This design comes from an exercise in tuning for small area, a short achievable clock period and few clock cycles per item on the open sky130 flow, not from production work.
In this exercise RTL edits were held to simulation tests only and were not proved equivalent to the original.
Power figures rest on the tool's default switching activity, not on a simulated workload.

==> trial 96: inputs <==
// net_proc
module net_proc (
    input logic clk,
    input logic start,
    output logic done,
    output logic [3:0] max_idx_10,
    input logic ext_mem_rst,
    input logic ext_mem_we,
    input logic [7:0] ext_mem_wdata,
    output logic [12:0] inst_addr,
    input logic [237:0] inst_data,
    output logic res_valid,
    output logic [7:0] res_data
);
export LEC_CHECK = 0
export CAP_MARGIN = 20
export CORE_MARGIN = 2
export CORE_UTILIZATION = 40
export SLEW_MARGIN = 20
export SYNTH_MEMORY_MAX_BITS = 16384
create_clock -name core_clock -period 10.0 [get_ports {clk}]
standard.sh (not shown) runs the stock make flow with config.mk's settings and CLKGATE_MAP_FILE= SYNTH_SCRIPT=/design/flow/synth_recipe.tcl, a recipe that flattens the netlist after the stock synthesis.
==> flow/flow/run.sh <==
#!/bin/bash
set -euo pipefail
MARGIN=${MARGIN:-6.3}
CTS="-sink_clustering_enable -repair_clock_nets -sink_clustering_size 18 -sink_clustering_max_diameter 50 -sink_clustering_buffer sky130_fd_sc_hd__clkbuf_8 -dont_use_dummy_load"
DONT=$(awk '/^export DONT_USE_CELLS \+=/ {on=1; sub(/^export DONT_USE_CELLS \+=/, "")}
           on {c = ($0 ~ /\\$/); sub(/\\$/, ""); printf "%s ", $0; if (!c) on=0}' \
       "$FLOW_HOME/platforms/$FLOW_PLATFORM/config.mk" | tr -s ' ')
DONT="$DONT sky130_fd_sc_hd__clkinvlp_2 sky130_fd_sc_hd__clkinvlp_4"
W=$(pwd)
R=$W/orfs/results/$FLOW_PLATFORM/net_proc/base
bash standard.sh "$R/1_2_yosys.v" > "$W/synth.log" 2>&1
cp "$R/1_2_yosys.v" "$W/1_2_yosys.std.v"
python3 flow/fapol.py "$W/1_2_yosys.std.v" "$W/1_2_yosys.pol.v" > "$W/fapol.log" 2>&1
cp "$W/1_2_yosys.pol.v" "$R/1_2_yosys.v"
echo "DONT_USE_CELLS=$DONT" > "$W/dont_use.log"
bash standard.sh "SETUP_SLACK_MARGIN=$MARGIN" "CTS_ARGS=$CTS" "DONT_USE_CELLS=$DONT" finish > "$W/finish.log" 2>&1
Other scripts of this flow, unchanged in this note and not shown: flow/flow/fapol.py
==> inputs of trial 74, as changes to trial 96 <==
--- a/flow/design.v
+++ b/flow/design.v
@@ -8301,27 +8301,34 @@
     endgenerate
     logic [4:0] ph, ph_n1;      
     logic       inj_active, inj_last;
     logic [26:0] inj_q;         
     logic [28:0][26:0][7:0] ring;
-    logic [5:0] dch_n;
-    assign dch_n = {1'b0, wp_ch} - {1'b0, ph_n1};
+    logic [5:0] dq;             
+    logic [26:0] lt_wp;         
+    logic [26:0] gt_wp;         
     always_ff @(posedge clk) begin
         if (ext_mem_rst) begin
             ph <= 5'd0;
             ph_n1 <= 5'd1;
             inj_active <= 1'b1;
+            dq <= 6'd0 - 6'd1;
         end else begin
             ph <= ph_n1;
             ph_n1 <= (ph_n1 == 28) ? 5'd0 : ph_n1 + 5'd1;
             if (inj_last) inj_active <= 1'b0;
+            dq <= dq + ((we_q && wp_j == 26) ? 6'd1 : 6'd0) - ((ph_n1 == 28) ? 6'd0 - 6'd28 : 6'd1);
+        end
+        for (int j = 0; j < 27; j++) begin
+            lt_wp[j] <= j < wp_j_n;
+            gt_wp[j] <= j > wp_j_n;
         end
         inj_last <= inj_active && ph_n1 == 28 && wp_ch == 29 && !ext_mem_rst;
         for (int j = 0; j < 27; j++)
             inj_q[j] <= inj_active && !ext_mem_rst &&
-                        ((dch_n == 1) || (dch_n == 2) || (dch_n == 3) ||
-                         (dch_n == 0 && j < wp_j) || (dch_n == 4 && j > wp_j));
+                        ((dq == 1) || (dq == 2) || (dq == 3) ||
+                         (dq == 0 && lt_wp[j]) || (dq == 4 && gt_wp[j]));
     end
     logic [26:0][7:0] hidB;      
     always_comb begin
         for (int j = 0; j < 27; j++) begin
             case (ph[1:0])
==> summary of the runs <==
- Against trial 74, the combinational power of trial 96 is lower by about 5%.
- Non-clock buffer count is the same in trial 74 and trial 96.
- Against trial 96, the count of clock-buffer cells in the layout of trial 74 is higher by 20.
- Of trial 96 and trial 74, trial 96 has the higher worst hold slack (gap 0.068 ns).
- Against trial 74, the total power of trial 96 is smaller by about 2%.
- First-iteration DRC count is about the same in trial 74 and trial 96.
- In clock power, trial 96 and trial 74 hardly differ.
- Of trial 96 and trial 74, trial 74 has the higher clock skew (gap 0.0095 ns).
==> figures <==
| metric | trial 74 | trial 96 |
|---|---|---|
| Outcome | complete, no violations | complete, no violations |
| Total cell area at the placement stage | 324000 µm² | 323000 µm² |
| Non-clock inverter count | 804 | 771 |
| Post-layout net count | 25400 | 25300 |
| Post-layout min period | 3.77 ns | 3.80 ns |
| Worst clock skew on the final layout | 0.146 ns | 0.137 ns |
| Power Density | 245 nW/µm² | 241 nW/µm² |
| Number of fillers in the final layout | 69100 | 69100 |
| Power dissipated in combinational cells | 0.0230 W | 0.0218 W |
| Ratio of cells with drive above 1 in the final layout | 14.8% | 14.9% |
| Routed len/inst | 23.6 µm | 23.8 µm |
| Routed vias | 175000 | 175000 |
| Synthesized net count | 25700 | 25600 |
| Layout buffering overhead excluding clock cells | 2.01% | 2.08% |
| Buffers inserted by post-CTS timing repair | 57 | 54 |
| Logic pwr share | 27.5% | 26.6% |
| Hold slack | 0.186 ns | 0.254 ns |
Testbench counts of trial 96, summed over its fixed seeds: cycles 47,556, inferences 12.
Testbench counts of trial 74, summed over its fixed seeds: cycles 47,556, inferences 12.

==> re-timing with driven ports <==
How much do the figures lean on ideal ports? The routed layouts below were timed once more, with nothing changed but the port constraints. Step 1: set_driving_cell puts a clkbuf_16 on clk and a buf_2 on each other input, an assumption about the parent block. Step 2, shift: input delay + t, output delay - t, t = (earliest + latest rising clock arrival at the registers) / 2. This alone moves slack from input paths to output paths. a / b / c = ideal ports / drivers / drivers and shift; a / b = the first two.
run | t (ns) | slack for setup (ns) | hold slack, ns | worst setup path at the end | pins driven straight from the clock port
trial 96 | 1.203 | 6.198 / 6.066 / 4.863 | 0.254 / 0.254 / 0.254 | input to register | 1
trial 74 | 1.221 | 6.234 / 6.018 / 4.797 | 0.186 / 0.186 / 0.186 | input to register | 1
After both steps setup and hold are still met in every run listed. The setup slack of trial 74, which loses most, moves by -0.216 ns with the drivers and by -1.437 ns with both steps.
